Background: an optimization exercise with open tools, aiming at small area and few clock cycles. Do not read the settings as production practice. Function was checked by simulation only, so behaviour that the tests miss may differ from the original. Power and IR drop assume default switching activity.

--- design/flow/run.sh ---
#!/bin/bash
# synth_recipe.tcl (not shown) runs the flow's synth.tcl, then flattens the netlist and writes it again
# the make line also repeats each setting of config.mk as NAME=value (left out here)
make -C /OpenROAD-flow-scripts/flow DESIGN_CONFIG=/design/flow/config.mk WORK_HOME=/design/flow/orfs CLKGATE_MAP_FILE= SYNTH_SCRIPT=/design/flow/synth_recipe.tcl finish
--- design/flow/config.mk ---
export PLATFORM = sky130hd
export DESIGN_NAME = cpu
export DESIGN_NICKNAME = cpu
export VERILOG_FILES = /design/flow/design.v
export SDC_FILE = /design/flow/constraint.sdc
export NUM_CORES = 4
export LEC_CHECK = 0
export CAP_MARGIN = 20
export CORE_MARGIN = 2
export CORE_UTILIZATION = 40
export CTS_CLUSTER_DIAMETER = 100
export CTS_CLUSTER_SIZE = 20
export PLACE_DENSITY = 0.6
export SETUP_SLACK_MARGIN = 0.3
export SLEW_MARGIN = 20
export SYNTH_HIERARCHICAL = 1
--- design/flow/constraint.sdc ---
create_clock -name core_clock -period 14.0 [get_ports {clk}]
set_input_delay 2.8000 -clock core_clock [delete_from_list [all_inputs] [get_ports {clk}]]
set_output_delay 2.8000 -clock core_clock [all_outputs]
set_load 0.01 [all_outputs]
--- design/flow/design.v ---
module alu32 ( input [31:0] idata,
               input [31:0] rv1,
               input [31:0] op2,
               input is_load,
               input is_link,
               input [31:0] drdata,
               input [31:2] pc4,
               output [31:0] out,
               output [31:0] sum,
               output lt,
               output ltu,
               output eq
             );
    wire [2:0] f3 = idata[14:12];
    wire b30 = idata[30];
    wire alu_class = ~idata[6] & idata[4] & ~idata[2];    
    wire is_op = alu_class & idata[5];
    wire is_branch = idata[6] & ~idata[2];
    wire sub = is_branch | (alu_class & ~f3[2] & f3[1]) | (is_op & b30 & (f3 == 3'd0));
    wire [31:0] b = op2 ^ {32{sub}};
    wire [31:0] p = rv1 ^ b;
    wire [31:0] g = rv1 & b;
    wire cout;
    bkadd #(32) add (.p(p), .g(g), .cin(sub), .s(sum), .cout(cout));
    assign ltu = ~cout;
    assign lt = ltu ^ rv1[31] ^ op2[31];
    assign eq = &p;                      
    wire [31:0] sr;
    shifter sh (.a(rv1), .left(~f3[2]), .arith(b30), .n(op2[4:0]), .y(sr));
    wire other = is_load | is_link;
    wire r_sum = ~other & (~alu_class | (f3 == 3'd0));
    wire r_slt = ~other & alu_class & (f3[2:1] == 2'b01);
    wire s_p   = ~other & alu_class & f3[2] & ~f3[0];           
    wire s_g   = ~other & alu_class & f3[2] & f3[1];            
    wire r_sll = ~other & alu_class & (f3 == 3'd1);
    wire r_srx = ~other & alu_class & (f3 == 3'd5);
    wire [1:0] a = sum[1:0];
    wire lw  = is_load & f3[1];
    wire lbh = is_load & ~f3[1] & ~(f3[0] & a[0]);            
    wire lh  = lbh & f3[0];
    wire [3:0] lane;                                           
    assign lane[0] = lw | (lbh & ~a[1] & ~a[0]);
    assign lane[1] = lbh & ~a[1] & a[0];
    assign lane[2] = lbh & a[1] & ~a[0];
    assign lane[3] = lbh & a[1] & a[0];
    wire h0 = lw | (lh & ~a[1]);                               
    wire h1 = lh & a[1];                                       
    wire byte7 = a[1] ? (a[0] ? drdata[31] : drdata[23]) : (a[0] ? drdata[15] : drdata[7]);
    wire half15 = a[1] ? drdata[31] : drdata[15];
    wire sign = ~f3[2] & (f3[0] ? half15 : byte7);
    wire e8  = lbh & ~f3[0] & sign;                            
    wire e16 = lbh & sign;                                     
    wire slt = r_slt & (f3[0] ? ltu : lt);
    genvar i;
    for (i = 0; i < 32; i = i + 1) begin : o
        wire t0, t1, t2;
        aoi222 u0 (.a1(r_sum), .b1(sum[i]), .a2(s_p), .b2(p[i]), .a3(s_g), .b3(g[i]), .y(t0));
        aoi222 u1 (.a1(r_sll), .b1(sr[31 - i]), .a2(r_srx), .b2(sr[i]),
                   .a3(is_link), .b3(i >= 2 ? pc4[i < 2 ? 2 : i] : 1'b0), .y(t1));
        if (i < 8) begin : lo
            aoi222 u2 (.a1(lane[0]), .b1(drdata[i]), .a2(lane[1]), .b2(drdata[i + 8]),
                       .a3(lane[2]), .b3(drdata[i + 16]), .y(t2));
            if (i == 0) begin : b0
                or3n_a21 u3 (.t0(t0), .t1(t1), .t2(t2), .a1(lane[3]), .a2(drdata[i + 24]), .b(slt), .y(out[i]));
            end else begin : bn
                or3n_a2 u3 (.t0(t0), .t1(t1), .t2(t2), .a1(lane[3]), .a2(drdata[i + 24]), .y(out[i]));
            end
        end else if (i < 16) begin : mid
            or2n_a221 u3 (.t0(t0), .t1(t1), .a1(h0), .b1(drdata[i]), .a2(h1), .b2(drdata[i + 16]),
                          .c(e8), .y(out[i]));
        end else begin : hi
            or2n_a21 u3 (.t0(t0), .t1(t1), .a1(lw), .a2(drdata[i]), .b(e16), .y(out[i]));
        end
    end
endmodule
module or3n_a21 ( input t0, t1, t2, a1, a2, b, output y );
    assign y = ~(t0 & t1 & t2 & ~((a1 & a2) | b));
endmodule
module or3n_a2 ( input t0, t1, t2, a1, a2, output y );
    assign y = ~(t0 & t1 & t2 & ~(a1 & a2));
endmodule
module or2n_a221 ( input t0, t1, a1, b1, a2, b2, c, output y );
    assign y = ~(t0 & t1 & ~((a1 & b1) | (a2 & b2) | c));
endmodule
module or2n_a21 ( input t0, t1, a1, a2, b, output y );
    assign y = ~(t0 & t1 & ~((a1 & a2) | b));
endmodule
module bkadd #(parameter W = 32, parameter TOP = 16) (   
    input [W-1:0] p, input [W-1:0] g, input cin,
                                   output [W-1:0] s, output cout );
    reg [W-1:0] G, P;
    integer d, i;
    always @(*) begin
        G = g; P = p;
        G[0] = g[0] | (p[0] & cin);
        for (d = 1; d < W; d = d * 2)
            for (i = 0; i < W; i = i + 1)
                if ((i + 1) % (2 * d) == 0 && i >= d) begin
                    G[i] = G[i] | (P[i] & G[i - d]);
                    P[i] = P[i] & P[i - d];
                end
        for (d = TOP; d >= 1; d = d / 2)
            for (i = 0; i < W; i = i + 1)
                if ((i + 1) % (2 * d) == d && i > d) begin
                    G[i] = G[i] | (P[i] & G[i - d]);
                    P[i] = P[i] & P[i - d];
                end
    end
    assign s = p ^ {G[W-2:0], cin};
    assign cout = G[W-1];
endmodule
module mx2i ( input a0, input a1, input s, output y );
    assign y = ~(s ? a1 : a0);
endmodule
module shifter ( input [31:0] a, input left, input arith, input [4:0] n,
                 output [31:0] y );
    wire [31:0] t [0:5];
    wire fill = arith & a[31];
    wire [5:0] f;                        
    assign f[0] = fill;
    genvar i, k;
    for (i = 0; i < 32; i = i + 1) begin : rev
        mx2i m (.a0(a[i]), .a1(a[31 - i]), .s(left), .y(t[0][i]));
    end
    for (k = 1; k <= 5; k = k + 1) begin : lv
        assign f[k] = (k % 2) ? ~fill : fill;
        for (i = 0; i < 32; i = i + 1) begin : b
            if (i + (1 << (k - 1)) < 32) begin : m
                mx2i m (.a0(t[k-1][i]), .a1(t[k-1][i + (1 << (k - 1))]), .s(n[k-1]), .y(t[k][i]));
            end else begin : f_
                mx2i m (.a0(t[k-1][i]), .a1(f[k]), .s(n[k-1]), .y(t[k][i]));
            end
        end
    end
    assign y = t[5];
endmodule
module rdport32 ( input [31:0] sel, input [1023:0] d, output [31:0] y );
    genvar b, i;
    for (b = 0; b < 32; b = b + 1) begin : bit_
        wire [31:0] col;
        for (i = 0; i < 32; i = i + 1) begin : c
            assign col[i] = d[32*i + b];
        end
        rdbit32 u (.s(sel), .d(col), .y(y[b]));
    end
endmodule
module rdport31 ( input [30:0] sel, input [991:0] d, output [31:0] y );
    genvar b, i;
    for (b = 0; b < 32; b = b + 1) begin : bit_
        wire [30:0] col;
        for (i = 0; i < 31; i = i + 1) begin : c
            assign col[i] = d[32*i + b];
        end
        rdbit31 u (.s(sel), .d(col), .y(y[b]));
    end
endmodule
module rdbit32 ( input [31:0] s, input [31:0] d, output y );
    wire [9:0] t;
    genvar k;
    for (k = 0; k < 10; k = k + 1) begin : g
        aoi222 u (.a1(s[3*k]), .b1(d[3*k]), .a2(s[3*k+1]), .b2(d[3*k+1]),
                  .a3(s[3*k+2]), .b3(d[3*k+2]), .y(t[k]));
    end
    tail2 n (.t(t), .a1(s[30]), .b1(d[30]), .a2(s[31]), .b2(d[31]), .y(y));
endmodule
module rdbit31 ( input [30:0] s, input [30:0] d, output y );
    wire [9:0] t;
    genvar k;
    for (k = 0; k < 10; k = k + 1) begin : g
        aoi222 u (.a1(s[3*k]), .b1(d[3*k]), .a2(s[3*k+1]), .b2(d[3*k+1]),
                  .a3(s[3*k+2]), .b3(d[3*k+2]), .y(t[k]));
    end
    tail1 n (.t(t), .a(s[30]), .b(d[30]), .y(y));
endmodule
module aoi222 ( input a1, b1, a2, b2, a3, b3, output y );
    assign y = ~((a1 & b1) | (a2 & b2) | (a3 & b3));
endmodule
module tail2 ( input [9:0] t, input a1, b1, a2, b2, output y );
    assign y = ~(&t & ~((a1 & b1) | (a2 & b2)));
endmodule
module tail1 ( input [9:0] t, input a, b, output y );
    assign y = ~(&t & ~(a & b));
endmodule
module hold ( input we, input wn, input d, input q, output y );
    assign y = (we & d) | (wn & q);
endmodule
module wrdec ( input [4:0] a, input we, output [31:1] wen, output [31:1] wn );
    genvar i;
    for (i = 1; i < 32; i = i + 1) begin : d
        assign wen[i] = we & (a == i);
        assign wn[i] = ~wen[i];
    end
endmodule
module control ( input [31:0] idata,
                 output is_load,
                 output is_store,
                 output is_branch,
                 output is_jal,
                 output is_jalr,
                 output is_link,
                 output is_auipc,
                 output u_type,
                 output use_imm,
                 output reg_we
               );
    wire b6 = idata[6], b5 = idata[5], b4 = idata[4], b3 = idata[3], b2 = idata[2];
    assign is_load   = ~b6 & ~b5 & ~b4;
    assign is_store  = ~b6 & b5 & ~b4;
    assign is_branch = b6 & ~b2;
    assign is_jal    = b3;
    assign is_jalr   = b6 & ~b3 & b2;
    assign is_link   = b6 & b2;
    assign u_type    = ~b6 & b4 & b2;
    assign is_auipc  = u_type & ~b5;
    assign use_imm   = ~(b5 & b4 & ~b2) & ~is_branch;    
    assign reg_we    = ~is_store & ~is_branch;
endmodule
module regdec1 ( input [4:0] a, input en, input x0, output [31:0] sel );
    genvar i;
    assign sel[0] = x0;
    for (i = 1; i < 32; i = i + 1) begin : d
        assign sel[i] = en & (a == i);
    end
endmodule
module regdec2 ( input [4:0] a, output [31:1] sel );
    genvar i;
    for (i = 1; i < 32; i = i + 1) begin : d
        assign sel[i] = (a == i);
    end
endmodule
module immGen ( input [31:0] idata,
                input [31:0] rv2,
                output [31:0] op2,
                output [20:2] imm_pc
              );
    wire b6 = idata[6], b5 = idata[5], b4 = idata[4], b2 = idata[2];
    wire use_rv2 = (b5 & b4 & ~b2) | (b6 & ~b2);            
    wire u = ~use_rv2 & b4 & b2;                             
    wire s = ~b6 & ~b4 & b5;                                  
    wire i = ~use_rv2 & ~u & ~s;                             
    wire sgn = idata[31] & ~use_rv2 & ~u;                    
    assign op2[31]    = use_rv2 ? rv2[31] : idata[31];
    assign op2[30:12] = ({19{use_rv2}} & rv2[30:12]) | ({19{u}} & idata[30:12]) | {19{sgn}};
    assign op2[11:5]  = ({7{use_rv2}} & rv2[11:5]) | ({7{~use_rv2 & ~u}} & idata[31:25]);
    assign op2[4:0]   = ({5{use_rv2}} & rv2[4:0]) | ({5{i}} & idata[24:20]) | ({5{s}} & idata[11:7]);
    wire j = idata[3];
    assign imm_pc[20]    = idata[31];
    assign imm_pc[19:12] = j ? idata[19:12] : {8{idata[31]}};
    assign imm_pc[11]    = j ? idata[20] : idata[7];
    assign imm_pc[10:5]  = idata[30:25];
    assign imm_pc[4:2]   = j ? idata[24:22] : idata[11:9];
endmodule
module cpu ( input clk,
             input reset,
             output [31:0] iaddr,
             input [31:0] idata,
             output [31:0] daddr,
             input [31:0] drdata,
             output [31:0] dwdata,
             output [3:0] dwe
           );
    reg [31:2] pc;
    assign iaddr = {pc, 2'b00};
    wire is_load, is_store, is_branch, is_jal, is_jalr, is_link, is_auipc;
    wire u_type, use_imm, reg_we;
    wire [2:0] f3 = idata[14:12];
    wire [20:2] imm_pc;
    control ctl (
        .idata(idata), .is_load(is_load), .is_store(is_store),
        .is_branch(is_branch), .is_jal(is_jal), .is_jalr(is_jalr),
        .is_link(is_link), .is_auipc(is_auipc), .u_type(u_type),
        .use_imm(use_imm), .reg_we(reg_we)
    );
    wire [31:0] wdata;
    wire [1023:32] xr;                 
    wire [31:1] wen, wn;
    wrdec wd (.a(idata[11:7]), .we(reg_we), .wen(wen), .wn(wn));
    genvar k, j;
    for (k = 1; k < 32; k = k + 1) begin : x
        reg [31:0] q;
        wire [31:0] nq;
        for (j = 0; j < 32; j = j + 1) begin : b
            hold h (.we(wen[k]), .wn(wn[k]), .d(wdata[j]), .q(q[j]), .y(nq[j]));
        end
        always @(posedge clk)
            q <= nq;
        assign xr[32*k +: 32] = q;
    end
    wire [31:0] sel1;
    wire [31:1] sel2;
    regdec1 d1 (.a(idata[19:15]), .en(~u_type), .x0(is_auipc), .sel(sel1));
    regdec2 d2 (.a(idata[24:20]), .sel(sel2));
    wire [31:0] rv1, rv2;
    rdport32 p1 (.sel(sel1), .d({xr, pc, 2'b00}), .y(rv1));
    rdport31 p2 (.sel(sel2), .d(xr), .y(rv2));
    wire [31:0] op2;
    immGen ig (.idata(idata), .rv2(rv2), .op2(op2), .imm_pc(imm_pc));
    wire [31:0] alu_out, sum;
    wire lt, ltu, eq;
    wire [31:2] pc4, npc;
    alu32 alu (
        .idata(idata), .rv1(rv1), .op2(op2),
        .is_load(is_load), .is_link(is_link), .drdata(drdata), .pc4(pc4),
        .out(wdata), .sum(sum), .lt(lt), .ltu(ltu), .eq(eq)
    );
    assign daddr = sum;
    wire cond = (f3[2] ? (f3[1] ? ltu : lt) : eq) ^ f3[0];
    wire taken = is_jal | (is_branch & cond);
    pcnext pn (.pc(pc), .imm(imm_pc), .sum(sum[31:2]), .reset(reset),
               .is_jalr(is_jalr), .taken(taken), .pc4(pc4), .npc(npc));
    always @(posedge clk)
        pc <= npc;
    assign dwdata[7:0]   = rv2[7:0];
    assign dwdata[15:8]  = (f3[1] | f3[0]) ? rv2[15:8] : rv2[7:0];
    assign dwdata[23:16] = f3[1] ? rv2[23:16] : rv2[7:0];
    assign dwdata[31:24] = f3[1] ? rv2[31:24] : f3[0] ? rv2[15:8] : rv2[7:0];
    wire [1:0] a = sum[1:0];
    wire st = is_store & ~reset;
    wire a00 = ~a[1] & ~a[0];
    wire sb = ~f3[1] & ~f3[0];
    wire sh = f3[0];
    wire sw = f3[1];
    assign dwe[0] = st & a00;
    assign dwe[1] = st & ((sb & ~a[1] & a[0]) | (~sb & a00));
    assign dwe[2] = st & ((sb & a[1] & ~a[0]) | (sh & a[1] & ~a[0]) | (sw & a00));
    assign dwe[3] = st & ((sb & a[1] & a[0]) | (sh & a[1] & ~a[0]) | (sw & a00));
endmodule
module pcnext ( input [31:2] pc, input [20:2] imm, input [31:2] sum,
                input reset, input is_jalr, input taken,
                output [31:2] pc4, output [31:2] npc );
    wire [32:2] ci;
    assign ci[2] = 1'b1;
    genvar i;
    for (i = 2; i <= 31; i = i + 1) begin : inc
        assign pc4[i] = pc[i] ^ ci[i];
        assign ci[i+1] = pc[i] & ci[i];
    end
    wire [31:2] s;
    wire [21:2] c;
    assign c[2] = 1'b0;
    for (i = 2; i <= 20; i = i + 1) begin : lo
        assign s[i] = pc[i] ^ imm[i] ^ c[i];
        assign c[i+1] = (pc[i] & imm[i]) | (c[i] & (pc[i] ^ imm[i]));
    end
    wire sg = imm[20];
    wire [31:21] x;
    wire [32:21] cx, cc;
    assign cx[21] = 1'b0;
    assign cc[21] = c[21];
    for (i = 21; i <= 31; i = i + 1) begin : hi
        assign x[i] = pc[i] ^ sg ^ cx[i];
        assign cx[i+1] = (pc[i] & sg) | (cx[i] & (pc[i] ^ sg));
        assign s[i] = x[i] ^ cc[i];
        assign cc[i+1] = x[i] & cc[i];
    end
    wire s_j = ~reset & is_jalr;
    wire s_t = ~reset & ~is_jalr & taken;
    wire s_n = ~reset & ~is_jalr & ~taken;
    for (i = 2; i <= 31; i = i + 1) begin : sel
        ao222 m (.a1(s_j), .b1(sum[i]), .a2(s_t), .b2(s[i]), .a3(s_n), .b3(pc4[i]), .y(npc[i]));
    end
endmodule
module ao222 ( input a1, b1, a2, b2, a3, b3, output y );
    assign y = (a1 & b1) | (a2 & b2) | (a3 & b3);
endmodule
==> results of run 1 <==
power breakdown:
part           internal, W  total (W)  switching [W]
sequential         0.00411    0.00527        0.00116
clock             0.000804    0.00186        0.00106
combinational      0.00172    0.00413        0.00241
total              0.00663     0.0113        0.00463
layout by cell type (no fill, tap or decap), types with 11 or more instances in the layout:
| master | n |
|---|---|
| a22o_1 | 1024 |
| dfxtp_1 | 1022 |
| a222oi_1 | 742 |
| buf_4 | 211 |
| mux2i_1 | 207 |
| nand2_1 | 161 |
| clkdlybuf4s50_1 | 160 |
| nand4_1 | 149 |
| ha_1 | 89 |
| inv_1 | 66 |
| clkbuf_16 | 59 |
| nor2_4 | 53 |
| nor2_2 | 45 |
| or4_4 | 32 |
| a2111o_1 | 32 |
| nand4b_1 | 31 |
| xor2_1 | 28 |
| nor2_1 | 27 |
| fa_1 | 25 |
| mux2_2 | 23 |
| a221o_1 | 19 |
| xnor2_1 | 18 |
| a21o_1 | 14 |
| o21ai_0 | 12 |
| a21oi_1 | 11 |
layer usage:
metal	vias to the layer above	global-route usage	wire length, um
met5	-	0	109
li1	19000	-	-
met1	23600	0.522	93300
met4	16	0.143	11600
met2	4086	0.556	99100
met3	571	0.135	35900
worst max path at each step:
stage	slack, ps	cells past startpoint	to
finish	510	22	daddr[31]
global route	480	35	pc[31]$_DFF_P_
CTS	890	22	daddr[27]
detailed placement	200	35	pc[31]$_DFF_P_
global placement	200	35	pc[31]$_DFF_P_
floorplan	1460	34	pc[31]$_DFF_P_
timing repair:
action,4_1_cts,5_1_grt
hold buffers,0,0
buffers inserted,0,0
setup endpoints to repair,0,1
gates resized for setup,0,2
metrics by stage:
step	hold WS [ps]	setup WS, ps	power (W)
global route	512	482	0.0116
floorplan	461	1460	0.00720
finish	501	510	0.0113
detailed placement	477	199	0.00915
CTS	501	889	0.0110
global placement	475	201	0.00909
worst reg2reg max path: cells and delay by family, from the launching register on:
family,cells,cell delay [ps]
adders and majority gates,29,9710
AOI/OAI and AO/OA,1,230
DFF,1,580
buffers and inverters,1,60
xor gates and xnor gates,2,290
sequential cells by signal (all words and copies together), names as in the netlist:
register and cells:
x.q 992, pc 30
area by class of cell:
class,count,share of cell area
diodes,5,0.000234
clock buffers,60,0.0278
clock inverters,8,0.00280
inverters,66,0.00462
multi-input cells,2891,0.486
flip-flops and latches,1022,0.382
well taps,1524,0.0356
repair buffers,383,0.0610
==> summary.md, run 1 <==
| Metric | Value |
|---|---|
| Most frequent CP cell | `ha_1` |
| CP Data Arrival Time | `10690 ps` |
| Mapped Area | `46500 um2` |
| Die Y | `345 um` |
| Vias in the first global route | `41.9k` |
| Cell Rows | `125` |
| Mapped Cells | `4020` |
| Final Cycle Share | `0.964` |
| Filler Cell Count | `10.7k` |
| Inst Count DP | `5874` |
| Port buffer count | `161` |
| Worst R2R Start | `pc[2]$_DFF_P_` |
| Core area | `116000 um2` |
| Power Density | `210 nW/um2` |
| DRC errors left | `0` |
| Ys Warns | `9` |
| Hold Path Depth | `1` |
| Drt initial violations | `12.8k` |
| Clk_skew | `50.5 ps` |
| Finished Layout Cells | `5959` |
| Critical Path End Type | `output pin` |
| Hold Startpoint | `x[1].q[24]$_DFF_P_` |
| Hold Fails Final Rpt | `0` |
| Period minus WS final | `13490 ps` |
| MaxCap Viol Count | `0` |
| Worst path bufs/invs | `3` |
| Crit-path max FO | `31` |
| Lkg Pwr | `21.4 nW` |
| Net count reported at finish | `4605` |
| Clk latency of the worst-skew pair | `710 ps` |
| Final WL | `240000 um` |
| Slowest stage cell, crit path | `a222oi_1` |
| HPWL Detailed | `165000 um` |
| Top Ports | `166` |
| Largest net degree at the start of global routing | `40` |
| Area of the multi-input gates | `26000 um2` |
| Post-Syn Area per Cell | `11.6 um2` |
| Top Family by Delay on Critical Path | `compound AO/OA/AOI/OAI gates` |
| H-tree depth | `2` |
| Clock tree from TritonCTS | `done` |
| First-pass detailed-route iteration total | `13` |
| Worst Hold End | `x[1].q[24]$_DFF_P_` |
| Clock root buffer | `clkbuf_16` |
| Avg Vias per Cell | `7.94` |
| Crit path from | `idata[20]` |
| Final ANT Viol Nets | `0` |
| Worst slew margin | `0.0685` |
| R2R depth | `33` |
| Vias | `47.3k` |
| Total GRT Usage | `0.384` |
| R2R Path End | `pc[31]$_DFF_P_` |
| Hold WC Path Type | `reg2reg` |
| Crit path required time | `11200 ps` |
| Placer Congestion | `1.05` |
| Global-route wire length before repair | `332000 um` |
| F_max | `74.1 MHz` |
| Status | `complete, no violations` |
| CP cell instances | `clkdlybuf4s50_1 -> nand3b_1 -> nor2_2 -> buf_4 -> a222oi_1 -> nand4_1 -> a2111o_1 -> a221o_2 -> xor2_1 -> ha_1 -> ha_1 -> o211ai_1 -> a211oi_2 -> nor3_2 -> o31ai_4 -> a41oi_2 -> o211a_1 -> nor2_1 -> ha_1 -> nor2_1 -> xnor2_1 -> clkdlybuf4s50_1` |
| Starting Density | `0.402` |
| Overflow after GRT | `0` |
| Final setup viols | `0` |
| Setup TNS | `0 ps` |
| Full die area | `119000 um2` |
| Post-layout util | `0.463` |
| CP max stage delay | `890 ps` |
| Final instance area | `53600 um2` |
| Worst-Margin Slew | `1400 ps` |
| RSZ-0062 raised after global routing | `no` |
| Clk buf depth | `3` |
| Clk sinks | `1022` |
| WL per Instance | `40.3 um` |
| CP startpoint kind | `input pin` |
| WS Path Type | `in2out` |
| Area Growth Syn to Fin | `15.2%` |
| Die X-Extent | `345 um` |
| Seq. cell area | `20500 um2` |
| Worst VDD drop | `0.124 mV` |
| Reg2Reg Setup Slack | `3010 ps` |
| Clock-pin slew on the worst setup and hold paths | `90 ps` |
| CTS buffer count | `59` |
| Area after DPL | `51800 um2` |
| Initial antenna violation count | `16` |
| Max Slew Vio Count | `0` |
| Layout cells sized above 1 | `0.113` |
Testbench counts, summed over its fixed seeds: cycles 20,776.
==> run 2, diff against run 1 <==
--- a/design/flow/design.v
+++ b/design/flow/design.v
@@ -186,10 +186,21 @@
 endmodule
 module wrdec ( input [4:0] a, input we, output [31:1] wen, output [31:1] wn );
+    wire [3:0] hi;
+    wire [7:0] lo;
     genvar i;
+    for (i = 0; i < 4; i = i + 1) begin : h
+        assign hi[i] = we & (a[4:3] == i);
+    end
+    for (i = 0; i < 8; i = i + 1) begin : l
+        assign lo[i] = (a[2:0] == i);
+    end
     for (i = 1; i < 32; i = i + 1) begin : d
-        assign wen[i] = we & (a == i);
-        assign wn[i] = ~wen[i];
+        en2 e (.a(hi[i / 8]), .b(lo[i % 8]), .y(wen[i]), .yn(wn[i]));
     end
 endmodule
+module en2 ( input a, input b, output y, output yn );
+    assign yn = ~(a & b);
+    assign y = ~yn;
+endmodule
 module control ( input [31:0] idata,
                  output is_load,
--- a/design/flow/config.mk
+++ b/design/flow/config.mk
@@ -8,9 +8,9 @@
 export CAP_MARGIN = 20
 export CORE_MARGIN = 2
-export CORE_UTILIZATION = 40
+export CORE_UTILIZATION = 30
 export CTS_CLUSTER_DIAMETER = 100
 export CTS_CLUSTER_SIZE = 20
 export PLACE_DENSITY = 0.6
 export SETUP_SLACK_MARGIN = 0.3
-export SLEW_MARGIN = 20
+export SLEW_MARGIN = 30
 export SYNTH_HIERARCHICAL = 1
==> summary.md, run 2 <==
| Metric | Value |
|---|---|
| Post-Syn Area per Cell | `11.6 um2 (about the same)` |
| Crit path required time | `11200 ps (about the same)` |
| MaxCap Viol Count | `0 (unchanged)` |
| Clk buf depth | `3 (unchanged)` |
| Worst Hold End | `x[4].q[23]$_DFF_P_ (was x[1].q[24]$_DFF_P_)` |
| Net count reported at finish | `4606 (was 4605)` |
| Drt initial violations | `12.1k (was 12.8k)` |
| Core area | `154000 um2 (was 116000 um2)` |
| Crit-path max FO | `31 (unchanged)` |
| H-tree depth | `2 (unchanged)` |
| Global-route wire length before repair | `332000 um (about the same)` |
| Mapped Area | `46400 um2 (was 46500 um2)` |
| Clock root buffer | `clkbuf_16 (unchanged)` |
| Post-layout util | `0.352 (was 0.463)` |
| Reg2Reg Setup Slack | `3150 ps (was 3010 ps)` |
| Clk sinks | `1022 (unchanged)` |
| Most frequent cells in the layout | `a22o_1 (1024), dfxtp_1 (1022), a222oi_1 (742) (unchanged)` |
| Cell Rows | `144 (was 125)` |
| DP Worst Slack | `-204 ps (was 199 ps)` |
| Ys Warns | `9 (unchanged)` |
| Lkg Pwr | `21.4 nW (about the same)` |
| Clk latency of the worst-skew pair | `740 ps (was 710 ps)` |
| Area Growth Syn to Fin | `16.6% (was 15.2%)` |
| Final setup viols | `0 (unchanged)` |
| Hold Fails Final Rpt | `0 (unchanged)` |
| Clock tree from TritonCTS | `done (unchanged)` |
| Final ANT Viol Nets | `0 (unchanged)` |
| Final setup margin | `651 ps (was 510 ps)` |
| Hold Path Depth | `1 (unchanged)` |
| Hold Startpoint | `x[4].q[23]$_DFF_P_ (was x[1].q[24]$_DFF_P_)` |
| Port buffer count | `161 (unchanged)` |
| Mapped Cells | `3998 (was 4020)` |
| Worst slew margin | `0.241 (was 0.0685)` |
| Vias | `46.5k (was 47.3k)` |
| Most common cell after layout, fill and taps aside | `a22o_1 (unchanged)` |
| Clock-pin slew on the worst setup and hold paths | `80 ps (was 90 ps)` |
| Clk_skew | `63.0 ps (was 50.5 ps)` |
| Slowest stage cell, crit path | `a222oi_1 (unchanged)` |
| Top Ports | `166 (unchanged)` |
| First-pass detailed-route iteration total | `15 (was 13)` |
| Period minus WS final | `13350 ps (was 13490 ps)` |
| CTS buffer count | `58 (was 59)` |
| R2R depth | `33 (unchanged)` |
| Power Density | `207 nW/um2 (was 210 nW/um2)` |
| R2R Path End | `pc[31]$_DFF_P_ (unchanged)` |
| Largest regs | `x.q (992), pc (30) (unchanged)` |
| CP Data Arrival Time | `10550 ps (was 10690 ps)` |
| Die X-Extent | `397 um (was 345 um)` |
| Largest register by flop count | `x.q (unchanged)` |
| RSZ-0062 raised after global routing | `no (unchanged)` |
| CP max stage delay | `910 ps (was 890 ps)` |
| Largest net degree at the start of global routing | `39 (was 40)` |
| Overflow after GRT | `0 (unchanged)` |
| WS Path Type | `in2out (unchanged)` |
| Hold Buf Count CTS | `0 (unchanged)` |
| Placer Congestion | `0.990 (was 1.05)` |
| Starting Density | `0.302 (was 0.402)` |
| CP cell instances | `clkdlybuf4s50_1 -> nand3b_1 -> nor2_4 -> buf_4 -> a222oi_1 -> nand4_1 -> a2111o_1 -> a221o_2 -> xor2_1 -> ha_1 -> o211ai_1 -> a211oi_2 -> nor3_2 -> o31ai_4 -> a41oi_2 -> o211a_1 -> nor2_1 -> ha_1 -> nor2_1 -> xnor2_1 -> buf_4 -> clkdlybuf4s50_1 (was clkdlybuf4s50_1 -> nand3b_1 -> nor2_2 -> buf_4 -> a222oi_1 -> nand4_1 -> a2111o_1 -> a221o_2 -> xor2_1 -> ha_1 -> ha_1 -> o211ai_1 -> a211oi_2 -> nor3_2 -> o31ai_4 -> a41oi_2 -> o211a_1 -> nor2_1 -> ha_1 -> nor2_1 -> xnor2_1 -> clkdlybuf4s50_1)` |
| Max Slew Vio Count | `0 (unchanged)` |
| Top Family by Delay on Critical Path | `compound AO/OA/AOI/OAI gates (unchanged)` |
| HPWL Detailed | `168000 um (was 165000 um)` |
| Finished Layout Cells | `6476 (was 5959)` |
| Status | `complete, no violations (unchanged)` |
| Max reg flops | `992 (unchanged)` |
| Avg Vias per Cell | `7.19 (was 7.94)` |
| Critical Path End Type | `output pin (unchanged)` |
| CP startpoint kind | `input pin (unchanged)` |
| Final Cycle Share | `0.953 (was 0.964)` |
| DRC errors left | `0 (unchanged)` |
| Die Y | `397 um (was 345 um)` |
| Inst Count DP | `6403 (was 5874)` |
| Vias in the first global route | `42.0k (was 41.9k)` |
| F_max | `74.9 MHz (was 74.1 MHz)` |
| Worst R2R Start | `pc[2]$_DFF_P_ (unchanged)` |
| Worst-Margin Slew | `1140 ps (was 1400 ps)` |
| Worst VDD drop | `0.101 mV (was 0.124 mV)` |
| Worst path bufs/invs | `4 (was 3)` |
| Total GRT Usage | `0.284 (was 0.384)` |
| Initial antenna violation count | `8 (was 16)` |
| Final WL | `238000 um (was 240000 um)` |
| Overall power | `0.0112 W (was 0.0113 W)` |
| Full die area | `158000 um2 (was 119000 um2)` |
| Setup TNS | `0 ps (unchanged)` |
| Hold WC Path Type | `reg2reg (unchanged)` |
| Layout cells sized above 1 | `0.109 (was 0.113)` |
| WL per Instance | `36.8 um (was 40.3 um)` |
## run 2: worst max path at each step
| stage | start | to | slack, ps | cells after the start |
|---|---|---|---|---|
| global placement | idata[3] | pc[31]$_DFF_P_ | -200 | 35 |
| global route | idata[3] | pc[31]$_DFF_P_ | 310 | 35 |
| CTS | idata[3] | pc[31]$_DFF_P_ | 490 | 35 |
| floorplan | idata[3] | pc[31]$_DFF_P_ | 1210 | 34 |
| detailed placement | idata[3] | pc[31]$_DFF_P_ | -200 | 35 |
| finish | idata[20] | daddr[31] | 650 | 22 |
## run 2: area by class of cell
type / count / area [um2]
well taps: 2044 / 2560
flip-flops and latches: 1022 / 20500
diodes: 2 / 5.00
inverters: 66 / 248
fillers: 15400 / 99800
repair buffers: 397 / 3360
clock inverters: 6 / 134
clock buffers: 60 / 1480
multi-input cells: 2879 / 25900
## run 2: what timing repair did
action	in CTS	in global routing
endpoints found under the setup margin	0	1
gates resized for setup	0	2
setup buffers	0	0
## run 2: layer usage
| layer | up-vias | wire [um] | global-route usage |
|---|---|---|---|
| met5 | - | 80 | 0 |
| met3 | 502 | 34600 | 0.103 |
| met2 | 3663 | 100000 | 0.420 |
| met1 | 23400 | 92800 | 0.377 |
| li1 | 19000 | - | - |
| met4 | 12 | 10800 | 0.105 |
## run 2: per-stage QoR
stage                     hold slack, ps  cell area [um2]
after detailed placement             479            52400
after floorplan                      461            46400
after global routing                 514            54100
after global placement               474            52400
after CTS                            502            54100
final                                505            54100
## run 2: power by group
group / internal [W] / switching (W) / total (W) / leakage [nW]
logic: 0.00173 / 0.00241 / 0.00414 / 12.2
clock network: 0.000779 / 0.00105 / 0.00183 / 0.782
registers: 0.00411 / 0.00114 / 0.00525 / 8.47
total: 0.00662 / 0.00460 / 0.0112 / 21.4
Testbench counts of run 2, summed over its fixed seeds: cycles 20,776.
==> run 3, diff against run 2 <==
==> design/flow/flow/run.sh (new file) <==
#!/bin/bash
# The standard layout (the standard.sh, unchanged synthesis and steps),
# with the port buffers made from buf_1 cells instead of the default cell.
set -euo pipefail
export BUFFER_PORTS_ARGS="-buffer_cell sky130_fd_sc_hd__buf_1"
bash standard.sh > flow.log 2>&1
==> design/flow/standard.sh (new file) <==
#!/bin/bash
# synth_recipe.tcl (not shown) runs the flow's synth.tcl, then flattens the netlist and writes it again
# the make line also repeats each setting of config.mk as NAME=value (left out here)
make -C /OpenROAD-flow-scripts/flow DESIGN_CONFIG=/design/flow/config.mk WORK_HOME=/design/flow/orfs CLKGATE_MAP_FILE= SYNTH_SCRIPT=/design/flow/synth_recipe.tcl "${@:-finish}"
removed: design/flow/run.sh
==> summary.md, run 3 <==
| Metric | Value |
|---|---|
| Worst-Margin Slew | `1120 ps (was 1140 ps)` |
| DP Worst Slack | `234 ps (was -204 ps)` |
| Area after DPL | `51200 um2 (was 52400 um2)` |
| Initial antenna violation count | `11 (was 8)` |
| Status | `complete, no violations (unchanged)` |
| Mapped Area | `46400 um2 (unchanged)` |
| Most common cell after layout, fill and taps aside | `a22o_1 (unchanged)` |
| MaxCap Viol Count | `0 (unchanged)` |
| Clk buf depth | `3 (unchanged)` |
| Clock tree from TritonCTS | `done (unchanged)` |
| First-pass detailed-route iteration total | `14 (was 15)` |
| RSZ-0062 raised after global routing | `no (unchanged)` |
| Vias | `46.6k (was 46.5k)` |
| Net count reported at finish | `4582 (was 4606)` |
| WS Path Type | `in2out (unchanged)` |
| Worst slew margin | `0.253 (was 0.241)` |
| Largest regs | `x.q (992), pc (30) (unchanged)` |
| DRC errors left | `0 (unchanged)` |
| Worst Hold Slack | `500 ps (was 505 ps)` |
| CTS buffer count | `58 (unchanged)` |
| WL per Instance | `37.1 um (was 36.8 um)` |
| Period minus WS final | `13420 ps (was 13350 ps)` |
| Clk_skew | `35.4 ps (was 63.0 ps)` |
| Die Y | `397 um (unchanged)` |
| Clock-pin slew on the worst setup and hold paths | `80 ps (about the same)` |
| Post-Syn Area per Cell | `11.6 um2 (unchanged)` |
| F_max | `74.5 MHz (was 74.9 MHz)` |
| Filler Cell Count | `15.5k (was 15.4k)` |
| NetSw | `0.00461 W (was 0.00460 W)` |
| Lkg Pwr | `20.9 nW (was 21.4 nW)` |
| Global-route wire length before repair | `333000 um (was 332000 um)` |
| Clk sinks | `1022 (unchanged)` |
| Die X-Extent | `397 um (unchanged)` |
| Hold Startpoint | `x[10].q[21]$_DFF_P_ (was x[4].q[23]$_DFF_P_)` |
| Placer Congestion | `1.00 (was 0.990)` |
| Final WL | `239000 um (was 238000 um)` |
| Port buffer count | `161 (unchanged)` |
| Final instance area | `52900 um2 (was 54100 um2)` |
| Hold Fails Final Rpt | `0 (unchanged)` |
| Final Cycle Share | `0.959 (was 0.953)` |
| Crit path required time | `11200 ps (about the same)` |
| Full die area | `158000 um2 (unchanged)` |
| Switching Share | `0.419 (was 0.410)` |
| Most frequent cells in the layout | `a22o_1 (1024), dfxtp_1 (1022), a222oi_1 (742) (unchanged)` |
| Clock root buffer | `clkbuf_16 (unchanged)` |
| Core area | `154000 um2 (unchanged)` |
| Hold Buf Count CTS | `0 (unchanged)` |
| Drt initial violations | `11.9k (was 12.1k)` |
| Ys Warns | `9 (unchanged)` |
| Power Density | `208 nW/um2 (was 207 nW/um2)` |
| Largest register by flop count | `x.q (unchanged)` |
| HPWL Detailed | `169000 um (was 168000 um)` |
| CP startpoint kind | `input pin (unchanged)` |
| Reg power frac | `0.479 (was 0.468)` |
| H-tree depth | `2 (unchanged)` |
| Setup bufs post-CTS | `0 (unchanged)` |
| Worst R2R Start | `pc[2]$_DFF_P_ (unchanged)` |
| Max Slew Vio Count | `0 (unchanged)` |
| Worst VDD drop | `0.121 mV (was 0.101 mV)` |
| Clock Power Share | `0.165 (was 0.163)` |
| Starting Density | `0.302 (unchanged)` |
| Setup TNS | `0 ps (unchanged)` |
| Top Ports | `166 (unchanged)` |
| Vias in the first global route | `42.0k (about the same)` |
| Layout cells sized above 1 | `0.104 (was 0.109)` |
| CP Data Arrival Time | `10620 ps (was 10550 ps)` |
| Crit-path max FO | `33 (was 31)` |
| Area Growth Syn to Fin | `13.9% (was 16.6%)` |
| Avg Vias per Cell | `7.22 (was 7.19)` |
| Total GRT Usage | `0.285 (was 0.284)` |
| Largest net degree at the start of global routing | `40 (was 39)` |
| Max reg flops | `992 (unchanged)` |
| Cell Rows | `144 (unchanged)` |
| Pint | `0.00640 W (was 0.00662 W)` |
| Comb pwr share | `0.356 (was 0.369)` |
| Final ANT Viol Nets | `0 (unchanged)` |
| Clk latency of the worst-skew pair | `720 ps (was 740 ps)` |
| Overflow after GRT | `0 (unchanged)` |
| Mapped Cells | `3998 (unchanged)` |
| Final setup viols | `0 (unchanged)` |
| PostCTS Resize Cnt | `0 (unchanged)` |
| Critical Path End Type | `output pin (unchanged)` |
| Final setup margin | `580 ps (was 651 ps)` |
| Hold WC Path Type | `reg2reg (unchanged)` |
| Crit path from | `idata[24] (was idata[20])` |
| Overall power | `0.0110 W (was 0.0112 W)` |
[run 3: worst max-delay path, cell delays in order]
cell and delay (ps):
buf_1 320, nand2b_1 830, nor2_4 330, a222oi_1 710
nand4_1 250, a2111o_1 700, a221o_2 460, buf_4 290
xor2_1 230, ha_1 360, ha_1 210, or2_2 300
ha_1 190, o211ai_1 540, a211oi_2 160, nor3_2 320
o31ai_4 150, a41oi_2 320, o211a_1 230, nor2_1 70
ha_1 180, nor2_1 110, xnor2_1 310, buf_1 210
[run 3: power by group through the flow]
stage | sequential [W] | clock [W] | combinational, W
global placement | 0.00522 | 0 | 0.00371
CTS | 0.00519 | 0.00182 | 0.00377
floorplan | 0.00484 | 0 | 0.00236
detailed placement | 0.00524 | 0 | 0.00376
global route | 0.00537 | 0.00191 | 0.00407
finish | 0.00527 | 0.00181 | 0.00392
[run 3: area by class of cell]
class / instances / area (um2) / share of cell area
tap: 2044 / 2560 / 0.0484
inverter: 66 / 248 / 0.00469
timing repair buffer: 373 / 2150 / 0.0407
multi-input combinational: 2879 / 25900 / 0.489
antenna: 5 / 12.5 / 0.000237
sequential: 1022 / 20500 / 0.387
clock inverter: 6 / 106 / 0.00201
clock buffer: 59 / 1460 / 0.0275
[run 3: through the flow]
step           std cells   util
2_1_floorplan       4002      -
3_3_place_gp        6363  0.332
3_5_place_dp        6376  0.333
4_1_cts             6441  0.343
5_1_grt             6450  0.343
6_report            6454  0.344
[run 3: metal layers]
metal / GRT usage / vias up / wire length (um)
met3: 0.0992 / 520 / 34400
met4: 0.104 / 10 / 10800
met1: 0.376 / 23300 / 92700
li1: - / 19000 / -
met2: 0.427 / 3812 / 102000
met5: 0 / - / 51
[run 3: final timing paths]
path | end | slack, ps | cells past startpoint
worst min-delay path | x[10].q[21]$_DFF_P_ | 500 | 1
worst max-delay path | daddr[31] | 580 | 24
worst max register to register | pc[31]$_DFF_P_ | 3000 | 33
worst min register to register | x[10].q[21]$_DFF_P_ | 500 | 1
==> run 4, diff against run 3 <==
--- a/design/flow/design.v
+++ b/design/flow/design.v
@@ -177,8 +177,31 @@
 endmodule
 module tail2 ( input [9:0] t, input a1, b1, a2, b2, output y );
-    assign y = ~(&t & ~((a1 & b1) | (a2 & b2)));
+    wire n1, n2, u0, u1, u2;
+    g_nand2 m1 (.a(a1), .b(b1), .y(n1));
+    g_nand2 m2 (.a(a2), .b(b2), .y(n2));
+    g_nand4 k0 (.a(t[0]), .b(t[1]), .c(t[2]), .d(t[3]), .y(u0));
+    g_nand4 k1 (.a(t[4]), .b(t[5]), .c(t[6]), .d(t[7]), .y(u1));
+    g_nand4 k2 (.a(t[8]), .b(t[9]), .c(n1), .d(n2), .y(u2));
+    g_or3 o (.a(u0), .b(u1), .c(u2), .y(y));
 endmodule
 module tail1 ( input [9:0] t, input a, b, output y );
-    assign y = ~(&t & ~(a & b));
+    wire n1, u0, u1, u2;
+    g_nand2 m1 (.a(a), .b(b), .y(n1));
+    g_nand4 k0 (.a(t[0]), .b(t[1]), .c(t[2]), .d(t[3]), .y(u0));
+    g_nand4 k1 (.a(t[4]), .b(t[5]), .c(t[6]), .d(t[7]), .y(u1));
+    g_nand3 k2 (.a(t[8]), .b(t[9]), .c(n1), .y(u2));
+    g_or3 o (.a(u0), .b(u1), .c(u2), .y(y));
+endmodule
+module g_nand2 ( input a, b, output y );
+    assign y = ~(a & b);
+endmodule
+module g_nand3 ( input a, b, c, output y );
+    assign y = ~(a & b & c);
+endmodule
+module g_nand4 ( input a, b, c, d, output y );
+    assign y = ~(a & b & c & d);
+endmodule
+module g_or3 ( input a, b, c, output y );
+    assign y = a | b | c;
 endmodule
 module hold ( input we, input wn, input d, input q, output y );
==> design/flow/flow/run.sh (replaced) <==
#!/bin/bash
# The standard layout (the standard.sh, unchanged synthesis and steps),
# with the port buffers made from buf_1 cells instead of the default cell
# and clock tree synthesis without dummy loads.
set -euo pipefail
export BUFFER_PORTS_ARGS="-buffer_cell sky130_fd_sc_hd__buf_1"
export CTS_ARGS="-sink_clustering_enable -repair_clock_nets -dont_use_dummy_load -sink_clustering_size 22 -sink_clustering_max_diameter 100"
bash standard.sh > flow.log 2>&1
==> summary.md, run 4 <==
| Metric | Value |
|---|---|
| NetSw | `0.00494 W (was 0.00461 W)` |
| PostCTS Resize Cnt | `0 (unchanged)` |
| Overflow after GRT | `0 (unchanged)` |
| Clock tree from TritonCTS | `done (unchanged)` |
| Mapped Area | `46300 um2 (was 46400 um2)` |
| RSZ-0062 raised after global routing | `no (unchanged)` |
| Switching Share | `0.440 (was 0.419)` |
| Area after DPL | `50900 um2 (was 51200 um2)` |
| WL per Instance | `39.8 um (was 37.1 um)` |
| Avg Vias per Cell | `7.45 (was 7.22)` |
| Die Y | `397 um (about the same)` |
| Setup bufs post-CTS | `0 (unchanged)` |
| Post-Syn Area per Cell | `11.4 um2 (was 11.6 um2)` |
| Reg power frac | `0.473 (was 0.479)` |
| Clk buf depth | `3 (unchanged)` |
| Final ANT Viol Nets | `0 (unchanged)` |
| Most frequent CP cell | `fa_1 (was ha_1)` |
| Area Growth Syn to Fin | `13.1% (was 13.9%)` |
| Power Density | `214 nW/um2 (was 208 nW/um2)` |
| CP startpoint kind | `input pin (unchanged)` |
| MaxCap Viol Count | `0 (unchanged)` |
| Layout cells sized above 1 | `0.0925 (was 0.104)` |
| Slowest stage cell, crit path | `fa_1 (was nand2b_1)` |
| Starting Density | `0.301 (was 0.302)` |
| Status | `complete, no violations (unchanged)` |
| Hold Fails Final Rpt | `0 (unchanged)` |
| Max Used Layer | `met5 (unchanged)` |
| Drt initial violations | `12.5k (was 11.9k)` |
| CTS buffer count | `53 (was 58)` |
| Max Slew Vio Count | `0 (unchanged)` |
| Vias | `48.5k (was 46.6k)` |
| WS Path Type | `in2reg (was in2out)` |
| Largest register by flop count | `x.q (unchanged)` |
| Placer Congestion | `1.04 (was 1.00)` |
| Clk_skew | `77.3 ps (was 35.4 ps)` |
| Top Ports | `166 (unchanged)` |
| Core area | `154000 um2 (about the same)` |
| Net count reported at finish | `4618 (was 4582)` |
| CP max stage delay | `470 ps (was 830 ps)` |
| Largest regs | `x.q (992), pc (30) (unchanged)` |
| First-pass detailed-route iteration total | `14 (unchanged)` |
| Global-route wire length before repair | `351000 um (was 333000 um)` |
| Hold Buf Count CTS | `0 (unchanged)` |
| Worst slew margin | `0.234 (was 0.253)` |
| Total GRT Usage | `0.309 (was 0.285)` |
| Comb pwr share | `0.378 (was 0.356)` |
| Final instance area | `52400 um2 (was 52900 um2)` |
| Worst-Margin Slew | `1140 ps (was 1120 ps)` |
| Crit-path max FO | `2 (was 33)` |
| Vias in the first global route | `43.3k (was 42.0k)` |
| Lkg Pwr | `20.5 nW (was 20.9 nW)` |
| Die X-Extent | `397 um (about the same)` |
| Mapped Cells | `4062 (was 3998)` |
| H-tree depth | `2 (unchanged)` |
| Ys Warns | `9 (unchanged)` |
| M1 wire length | `92000 um (was 92700 um)` |
| WL met3 | `44800 um (was 34400 um)` |
| Clk latency of the worst-skew pair | `730 ps (was 720 ps)` |
| Final setup viols | `0 (unchanged)` |
| DRC errors left | `0 (unchanged)` |
| Period minus WS final | `13190 ps (was 13420 ps)` |
| Clock-pin slew on the worst setup and hold paths | `60 ps (was 80 ps)` |
| Final Cycle Share | `0.942 (was 0.959)` |
| Hold WC Path Type | `reg2reg (unchanged)` |
| CP Data Arrival Time | `13720 ps (was 10620 ps)` |
| Setup TNS | `0 ps (unchanged)` |
| Clk sinks | `1022 (unchanged)` |
| Final WL | `259000 um (was 239000 um)` |
| Max reg flops | `992 (unchanged)` |
| Critical Path End Type | `flip-flop (was output pin)` |
| HPWL Detailed | `167000 um (was 169000 um)` |
| Largest net degree at the start of global routing | `36 (was 40)` |
| Most frequent cells in the layout | `dfxtp_1 (1022), a22o_1 (992), a222oi_1 (742) (was a22o_1 (1024), dfxtp_1 (1022), a222oi_1 (742))` |
| Worst VDD drop | `0.127 mV (was 0.121 mV)` |
| Port buffer count | `161 (unchanged)` |
| Post-layout util | `0.341 (was 0.344)` |
| Crit path required time | `14540 ps (was 11200 ps)` |
| Clock root buffer | `clkbuf_16 (unchanged)` |
| Met2 WL | `102000 um (about the same)` |
| Clock Power Share | `0.150 (was 0.165)` |
| Most common cell after layout, fill and taps aside | `dfxtp_1 (was a22o_1)` |
| Initial antenna violation count | `42 (was 11)` |
| F_max | `75.8 MHz (was 74.5 MHz)` |
| Cell Rows | `144 (unchanged)` |
| Full die area | `157000 um2 (was 158000 um2)` |
| Pint | `0.00628 W (was 0.00640 W)` |
run 4: metrics by stage:
step                      total power, W  hold WS (ps)  cells  worst slack, ps
after floorplan                  0.00716           461   4066             1030
after global placement           0.00915           474   6423              245
after detailed placement         0.00924           479   6425              279
after CTS                         0.0109           503   6478              897
after global routing              0.0115           516   6490              553
final                             0.0112           500   6506              813
run 4: per-layer routing:
metal	vias up	global-route usage
met4	40	0.193
li1	19000	-
met3	855	0.154
met2	4465	0.426
met5	-	0.00708
met1	24100	0.379
run 4: path summary, 6_finish.rpt:
kind | from | endpoint | slack (ps) | cells past startpoint
max | idata[22] | pc[31]$_DFF_P_ | 810 | 35
min | x[20].q[9]$_DFF_P_ | x[20].q[9]$_DFF_P_ | 500 | 1
max reg2reg | pc[2]$_DFF_P_ | pc[31]$_DFF_P_ | 2860 | 33
min reg2reg | x[20].q[9]$_DFF_P_ | x[20].q[9]$_DFF_P_ | 500 | 1
run 4: power by group through the flow:
stage	logic (W)	registers, W	clock network (W)
after floorplan	0.00233	0.00484	0
after global placement	0.00392	0.00523	0
after detailed placement	0.00400	0.00525	0
after CTS	0.00401	0.00520	0.00167
after global routing	0.00432	0.00539	0.00176
final	0.00424	0.00531	0.00168
run 4: critical path, delay by kind of cell:
kind,cells,cell delay [ps]
xor gates and xnor gates,2,310
muxes,1,370
adders and majority gates,29,9650
buffers and inverters,2,330
AOI/OAI and AO/OA,1,240
run 4: layout make-up:
class | instances | area (um2)
Fill cell | 15600 | 101000
Multi-Input combinational cell | 2943 | 25700
Sequential cell | 1022 | 20500
Tap cell | 2044 | 2560
Timing Repair Buffer | 350 | 2060
Clock buffer | 53 | 1330
Inverter | 66 | 248
Antenna cell | 28 | 70.1
Testbench counts of run 4, summed over its fixed seeds: cycles 20,776.
==> run 5, diff against run 4 <==
==> design/flow/flow/run.sh (replaced) <==
#!/bin/bash
# The standard layout (the standard.sh, unchanged synthesis and steps),
# with the port buffers made from buf_1 cells instead of the default cell
# and clock tree synthesis with clkbuf_8 buffers and no dummy loads.
set -euo pipefail
export BUFFER_PORTS_ARGS="-buffer_cell sky130_fd_sc_hd__buf_1"
export CTS_ARGS="-sink_clustering_enable -repair_clock_nets -dont_use_dummy_load -sink_clustering_size 14 -sink_clustering_max_diameter 80 -buf_list sky130_fd_sc_hd__clkbuf_8"
bash standard.sh > flow.log 2>&1
==> summary.md, run 5 <==
| Metric | Value |
|---|---|
| Status | `complete, no violations (unchanged)` |
| F_max | `76.3 MHz (was 75.8 MHz)` |
| Port buffer count | `161 (unchanged)` |
| PostCTS Resize Cnt | `0 (unchanged)` |
| Hold Buf Count CTS | `0 (unchanged)` |
| MaxCap Viol Count | `0 (unchanged)` |
| Cell Rows | `144 (unchanged)` |
| Starting Density | `0.301 (unchanged)` |
| Final WL | `260000 um (was 259000 um)` |
| CP max stage delay | `470 ps (about the same)` |
| Global-route wire length before repair | `353000 um (was 351000 um)` |
| DRC errors left | `0 (unchanged)` |
| Area of the multi-input gates | `25600 um2 (was 25700 um2)` |
| Area Growth Syn to Fin | `12.8% (was 13.1%)` |
| Net count reported at finish | `4649 (was 4618)` |
| Hold Fails Final Rpt | `0 (unchanged)` |
| Clk buf depth | `3 (unchanged)` |
| Post-Syn Area per Cell | `11.4 um2 (unchanged)` |
| Clock tree from TritonCTS | `done (unchanged)` |
| Crit path required time | `14650 ps (was 14540 ps)` |
| Initial antenna violation count | `49 (was 42)` |
| Largest register by flop count | `x.q (unchanged)` |
| Inst Count DP | `6425 (unchanged)` |
| Ys Warns | `9 (unchanged)` |
| Final Cycle Share | `0.936 (was 0.942)` |
| Avg Vias per Cell | `7.45 (about the same)` |
| Overflow after GRT | `0 (unchanged)` |
| Drt initial violations | `12.7k (was 12.5k)` |
| CP Data Arrival Time | `13750 ps (was 13720 ps)` |
| Period minus WS final | `13100 ps (was 13190 ps)` |
| Core area | `154000 um2 (unchanged)` |
| Seq. cell area | `20500 um2 (unchanged)` |
| Slowest stage cell, crit path | `fa_1 (unchanged)` |
| Most frequent cells in the layout | `dfxtp_1 (1022), a22o_1 (992), a222oi_1 (742) (unchanged)` |
| Full die area | `157000 um2 (unchanged)` |
| Most common cell after layout, fill and taps aside | `dfxtp_1 (unchanged)` |
| Clock-pin slew on the worst setup and hold paths | `50 ps (was 60 ps)` |
| Clk sinks | `1022 (unchanged)` |
| Setup bufs post-CTS | `0 (unchanged)` |
| Max Slew Vio Count | `0 (unchanged)` |
| Setup TNS | `0 ps (unchanged)` |
| Global route hottest layer | `met2 (unchanged)` |
| RSZ-0062 raised after global routing | `no (unchanged)` |
| M1 GR Usage | `0.383 (was 0.379)` |
| Placer Congestion | `1.04 (unchanged)` |
| Layout cells sized above 1 | `0.0988 (was 0.0925)` |
| First-pass detailed-route iteration total | `13 (was 14)` |
| Worst-Margin Slew | `1180 ps (was 1140 ps)` |
| Die Y | `397 um (unchanged)` |
| WL per Instance | `39.6 um (was 39.8 um)` |
| Top Ports | `166 (unchanged)` |
| Filler Cell Count | `15.6k (about the same)` |
| CTS buffer count | `84 (was 53)` |
| Lkg Pwr | `20.5 nW (about the same)` |
| Worst VDD drop | `0.127 mV (about the same)` |
| GRT met2 Usage | `0.428 (was 0.426)` |
| Vias | `48.8k (was 48.5k)` |
| Clk latency of the worst-skew pair | `810 ps (was 730 ps)` |
| Largest regs | `x.q (992), pc (30) (unchanged)` |
| Mapped Cells | `4062 (unchanged)` |
| Clock root buffer | `clkbuf_8 (was clkbuf_16)` |
| Total GRT Usage | `0.310 (was 0.309)` |
| Vias in the first global route | `43.5k (was 43.3k)` |
| HPWL Detailed | `167000 um (unchanged)` |
| H-tree depth | `3 (was 2)` |
| Hold WC Path Type | `reg2reg (unchanged)` |
| WS Path Type | `in2reg (unchanged)` |
| Finished Layout Cells | `6548 (was 6506)` |
| CP startpoint kind | `input pin (unchanged)` |
| Largest net degree at the start of global routing | `36 (unchanged)` |
| Worst slew margin | `0.205 (was 0.234)` |
| Critical Path End Type | `flip-flop (unchanged)` |
| Die X-Extent | `397 um (unchanged)` |
| Mapped Area | `46300 um2 (unchanged)` |
| Final ANT Viol Nets | `0 (unchanged)` |
| Most frequent CP cell | `fa_1 (unchanged)` |
| Met3 Track Usage GR | `0.150 (was 0.154)` |
| Power Density | `212 nW/um2 (was 214 nW/um2)` |
| Max reg flops | `992 (unchanged)` |
| Crit-path max FO | `2 (unchanged)` |
| Clk_skew | `70.4 ps (was 77.3 ps)` |
| Final setup viols | `0 (unchanged)` |
==> run 5: area by class of cell <==
cell class                 instances  area share
multi-input combinational       2943       0.491
sequential                      1022       0.392
tap                             2044      0.0490
timing repair buffer             350      0.0394
clock buffer                      84      0.0221
inverter                          66     0.00474
antenna                           39     0.00187
==> run 5: routing by layer <==
| layer | part of all wire | up-vias | wire, um |
|---|---|---|---|
| li1 | - | 19100 | - |
| met1 | 0.36 | 24200 | 93200 |
| met2 | 0.39 | 4561 | 102000 |
| met3 | 0.17 | 899 | 43800 |
| met4 | 0.076 | 44 | 19800 |
| met5 | 0.0015 | - | 390 |
==> run 5: worst paths after layout <==
| check | cells after the start | slack [ps] | endpoint | startpoint |
|---|---|---|---|---|
| hold / removal | 1 | 500 | x[13].q[4]$_DFF_P_ | x[13].q[4]$_DFF_P_ |
| hold reg to reg | 1 | 500 | x[13].q[4]$_DFF_P_ | x[13].q[4]$_DFF_P_ |
| setup / recovery | 35 | 900 | pc[31]$_DFF_P_ | idata[22] |
| setup reg to reg | 33 | 2850 | pc[31]$_DFF_P_ | pc[2]$_DFF_P_ |
==> run 5: worst max-delay path, delay by kind of cell <==
| kind | cells | cell delay, ps |
|---|---|---|
| adder cells (fa/ha/maj) | 29 | 9650 |
| multiplexers | 1 | 370 |
| buffers and inverters | 2 | 330 |
| XOR/XNOR | 2 | 320 |
| AO/OA/AOI/OAI | 1 | 240 |
==> run 5: report_power, final <==
| group | total, W | switching, W | leakage [nW] | internal, W |
|---|---|---|---|---|
| combinational | 0.00423 | 0.00273 | 11.4 | 0.00150 |
| clock | 0.00155 | 0.00101 | 0.604 | 0.000537 |
| sequential | 0.00531 | 0.00120 | 8.47 | 0.00411 |
| total | 0.0111 | 0.00494 | 20.5 | 0.00615 |
==> run 5: per-stage QoR <==
stage          power (W)  instance area, um2  hold slack (ps)  setup WS [ps]  utilization
2_1_floorplan    0.00716               46300              461           1030            -
3_3_place_gp     0.00915               50800              474            245        0.331
3_5_place_dp     0.00924               50900              479            279        0.331
4_1_cts           0.0107               52100              500           1030        0.339
5_1_grt           0.0113               52200              516            687        0.339
6_report          0.0111               52200              503            895        0.340
==> run 6, diff against run 5 <==
==> design/flow/flow/run.sh (replaced) <==
#!/bin/bash
# The standard layout (the standard.sh, unchanged synthesis and steps),
# with the port buffers made from buf_1 cells instead of the default cell
# and clock tree synthesis with clkbuf_8 buffers and no dummy loads.
set -euo pipefail
export BUFFER_PORTS_ARGS="-buffer_cell sky130_fd_sc_hd__buf_1"
export CTS_ARGS="-sink_clustering_enable -repair_clock_nets -dont_use_dummy_load -sink_clustering_size 16 -sink_clustering_max_diameter 80 -buf_list sky130_fd_sc_hd__clkbuf_8"
bash standard.sh > flow.log 2>&1
--- a/design/flow/config.mk
+++ b/design/flow/config.mk
@@ -13,4 +13,4 @@
 export PLACE_DENSITY = 0.6
 export SETUP_SLACK_MARGIN = 0.3
-export SLEW_MARGIN = 30
+export SLEW_MARGIN = 20
 export SYNTH_HIERARCHICAL = 1
==> summary.md, run 6 <==
| Metric | Value |
|---|---|
| Ys Warns | `9 (unchanged)` |
| Critical Path End Type | `output pin (was flip-flop)` |
| Clk latency of the worst-skew pair | `820 ps (was 810 ps)` |
| CP Data Arrival Time | `10250 ps (was 13750 ps)` |
| Final ANT Viol Nets | `0 (unchanged)` |
| Final WL | `259000 um (was 260000 um)` |
| Period minus WS final | `13050 ps (was 13100 ps)` |
| Largest register by flop count | `x.q (unchanged)` |
| Avg Vias per Cell | `7.45 (about the same)` |
| Worst-Margin Slew | `1160 ps (was 1180 ps)` |
| Crit-path max FO | `33 (was 2)` |
| Most frequent cells in the layout | `dfxtp_1 (1022), a22o_1 (992), a222oi_1 (742) (unchanged)` |
| Setup bufs post-CTS | `0 (unchanged)` |
| Core area | `154000 um2 (unchanged)` |
| Largest net degree at the start of global routing | `36 (unchanged)` |
| Area Growth Syn to Fin | `12.2% (was 12.8%)` |
| MaxCap Viol Count | `0 (unchanged)` |
| RSZ-0062 raised after global routing | `no (unchanged)` |
| Worst VDD drop | `0.131 mV (was 0.127 mV)` |
| Clock root buffer | `clkbuf_8 (unchanged)` |
| Worst Hold Slack | `507 ps (was 503 ps)` |
| DRC errors left | `0 (unchanged)` |
| F_max | `76.6 MHz (was 76.3 MHz)` |
| CP cell instances | `buf_1 -> nand3b_1 -> nor2_2 -> a222oi_1 -> nand4_1 -> or3_1 -> a221o_2 -> xor2_1 -> ha_1 -> ha_1 -> or2_2 -> ha_1 -> o211ai_1 -> a211oi_2 -> nor3_2 -> o31ai_4 -> a31o_2 -> a211oi_1 -> o21bai_1 -> ha_1 -> nor2_1 -> xnor2_1 -> buf_1` |
| Drt initial violations | `12.8k (was 12.7k)` |
| Clk sinks | `1022 (unchanged)` |
| Post-layout util | `0.338 (was 0.340)` |
| Net count reported at finish | `4638 (was 4649)` |
| First-pass detailed-route iteration total | `17 (was 13)` |
| Vias in the first global route | `43.5k (about the same)` |
| Die Y | `397 um (unchanged)` |
| Vias | `48.6k (was 48.8k)` |
| Max Used Layer | `met5 (unchanged)` |
| Worst slew margin | `0.224 (was 0.205)` |
| H-tree depth | `3 (unchanged)` |
| Mapped Area | `46300 um2 (unchanged)` |
| Overflow after GRT | `0 (unchanged)` |
| Full die area | `157000 um2 (unchanged)` |
| PostCTS Resize Cnt | `0 (unchanged)` |
| Post-Syn Area per Cell | `11.4 um2 (unchanged)` |
| Top Family by Delay on Critical Path | `simple AND/OR/NAND/NOR gates (was adder cells)` |
| Clock-pin slew on the worst setup and hold paths | `100 ps (was 50 ps)` |
| Largest regs | `x.q (992), pc (30) (unchanged)` |
| Port buffer count | `161 (unchanged)` |
| Starting Density | `0.301 (unchanged)` |
| DP Worst Slack | `260 ps (was 279 ps)` |
| Max reg flops | `992 (unchanged)` |
| Max Slew Vio Count | `0 (unchanged)` |
| M1 wire length | `93200 um (about the same)` |
| CP startpoint kind | `input pin (unchanged)` |
| Status | `complete, no violations (unchanged)` |
| WS Path Type | `in2out (was in2reg)` |
| Overall power | `0.0110 W (was 0.0111 W)` |
| Hold WC Path Type | `reg2reg (unchanged)` |
| Cell Rows | `144 (unchanged)` |
| Total GRT Usage | `0.311 (was 0.310)` |
| Mapped Cells | `4062 (unchanged)` |
| Placer Congestion | `1.04 (unchanged)` |
| CP max stage delay | `940 ps (was 470 ps)` |
| CTS buffer count | `75 (was 84)` |
| Layout cells sized above 1 | `0.0954 (was 0.0988)` |
| Worst path bufs/invs | `2 (unchanged)` |
| Clk buf depth | `3 (unchanged)` |
| Hold Buf Count CTS | `0 (unchanged)` |
| Clock tree from TritonCTS | `done (unchanged)` |
| Initial antenna violation count | `48 (was 49)` |
| Hold Fails Final Rpt | `0 (unchanged)` |
| Final setup viols | `0 (unchanged)` |
| WL per Instance | `39.8 um (was 39.6 um)` |
| WL met3 | `43800 um (about the same)` |
| HPWL Detailed | `167000 um (about the same)` |
| Most common cell after layout, fill and taps aside | `dfxtp_1 (unchanged)` |
| Power Density | `212 nW/um2 (about the same)` |
| Final Cycle Share | `0.932 (was 0.936)` |
| Setup TNS | `0 ps (unchanged)` |
| Global-route wire length before repair | `353000 um (about the same)` |
| Top Ports | `166 (unchanged)` |
| Crit path required time | `11200 ps (was 14650 ps)` |
| Slowest stage cell, crit path | `nor2_2 (was fa_1)` |
| Final setup margin | `946 ps (was 895 ps)` |
| Most frequent CP cell | `ha_1 (was fa_1)` |
| Clk_skew | `83.3 ps (was 70.4 ps)` |
| Die X-Extent | `397 um (unchanged)` |
| Met2 WL | `102000 um (about the same)` |
| Lkg Pwr | `20.3 nW (was 20.5 nW)` |
## run 6: cell count changes in the layout (fill, tap and decap cells not counted), moves of 2 or more
cell      before  now
diode_2       39   22
clkbuf_8      84   75
a221o_2        3    5
a221o_4        2    0
## run 6: final timing paths
kind,start,end,slack [ps],depth (start not counted)
max,idata[20],daddr[23],950,23
min,x[31].q[30]$_DFF_P_,x[31].q[30]$_DFF_P_,510,1
max reg2reg,pc[2]$_DFF_P_,pc[31]$_DFF_P_,2910,33
min reg2reg,x[31].q[30]$_DFF_P_,x[31].q[30]$_DFF_P_,510,1
## run 6: report_power, final
group          total (W)  switching [W]  internal, W
Sequential       0.00531        0.00120      0.00411
Combinational    0.00422        0.00273      0.00149
Clock            0.00148       0.000996     0.000482
Total             0.0110        0.00492      0.00608
## run 6: per-stage QoR
step | area, um2 | std cells
after global placement | 50800 | 6423
after floorplan | 46300 | 4066
final | 51900 | 6520
after global routing | 51900 | 6507
after CTS | 51900 | 6498
after detailed placement | 50900 | 6423
## run 6: area by class of cell
cell class | count | area [um2]
clock buffers | 75 | 1030
inverters | 66 | 248
diodes | 22 | 55.1
flip-flops and latches | 1022 | 20500
fillers | 15600 | 102000
well taps | 2044 | 2560
repair buffers | 348 | 2010
multi-input cells | 2943 | 25600
## run 6: layer usage
layer  GRT usage  up-vias
met4       0.189       48
li1            -    19000
met2       0.428     4427
met5      0.0139        -
met3       0.149      825
met1       0.386    24200

==> static timing again, ports no longer ideal <==
Ports are ideal in the flow. The routed layouts listed here were re-timed in OpenROAD. Step 1 assumes that a clkbuf_16 drives the clock port and a buf_2 every other input. Step 2 also shifts input and output timing later by t, the mid clock arrival at the registers, as if the neighbouring blocks saw the same clock. Slacks: ideal / step 1 / step 2; pairs: ideal / step 1.
| run | t, ns | setup WS [ns] | hold WS [ns] | worst data-port slew with drivers (ns) |
|---|---|---|---|---|
| run 1 | 0.769 | 0.510 / 0.477 / 0.076 | 0.501 / 0.501 / 0.501 | 0.10 |
| run 2 | 0.786 | 0.651 / 0.621 / -0.023 | 0.505 / 0.505 / 0.505 | 0.11 |
| run 3 | 0.788 | 0.580 / 0.557 / 0.160 | 0.500 / 0.500 / 0.500 | 0.11 |
| run 4 | 0.768 | 0.813 / 0.831 / 0.098 | 0.500 / 0.500 / 0.500 | 0.15 |
| run 5 | 0.858 | 0.895 / 0.886 / 0.093 | 0.503 / 0.503 / 0.503 | 0.13 |
| run 6 | 0.865 | 0.946 / 0.835 / 0.150 | 0.507 / 0.507 / 0.507 | 0.15 |
Met with ideal ports but missed after step 2: setup timing in run 2. For run 5, which loses most, drivers alone change the setup slack by -0.009 ns; drivers and shift together by -0.802 ns.
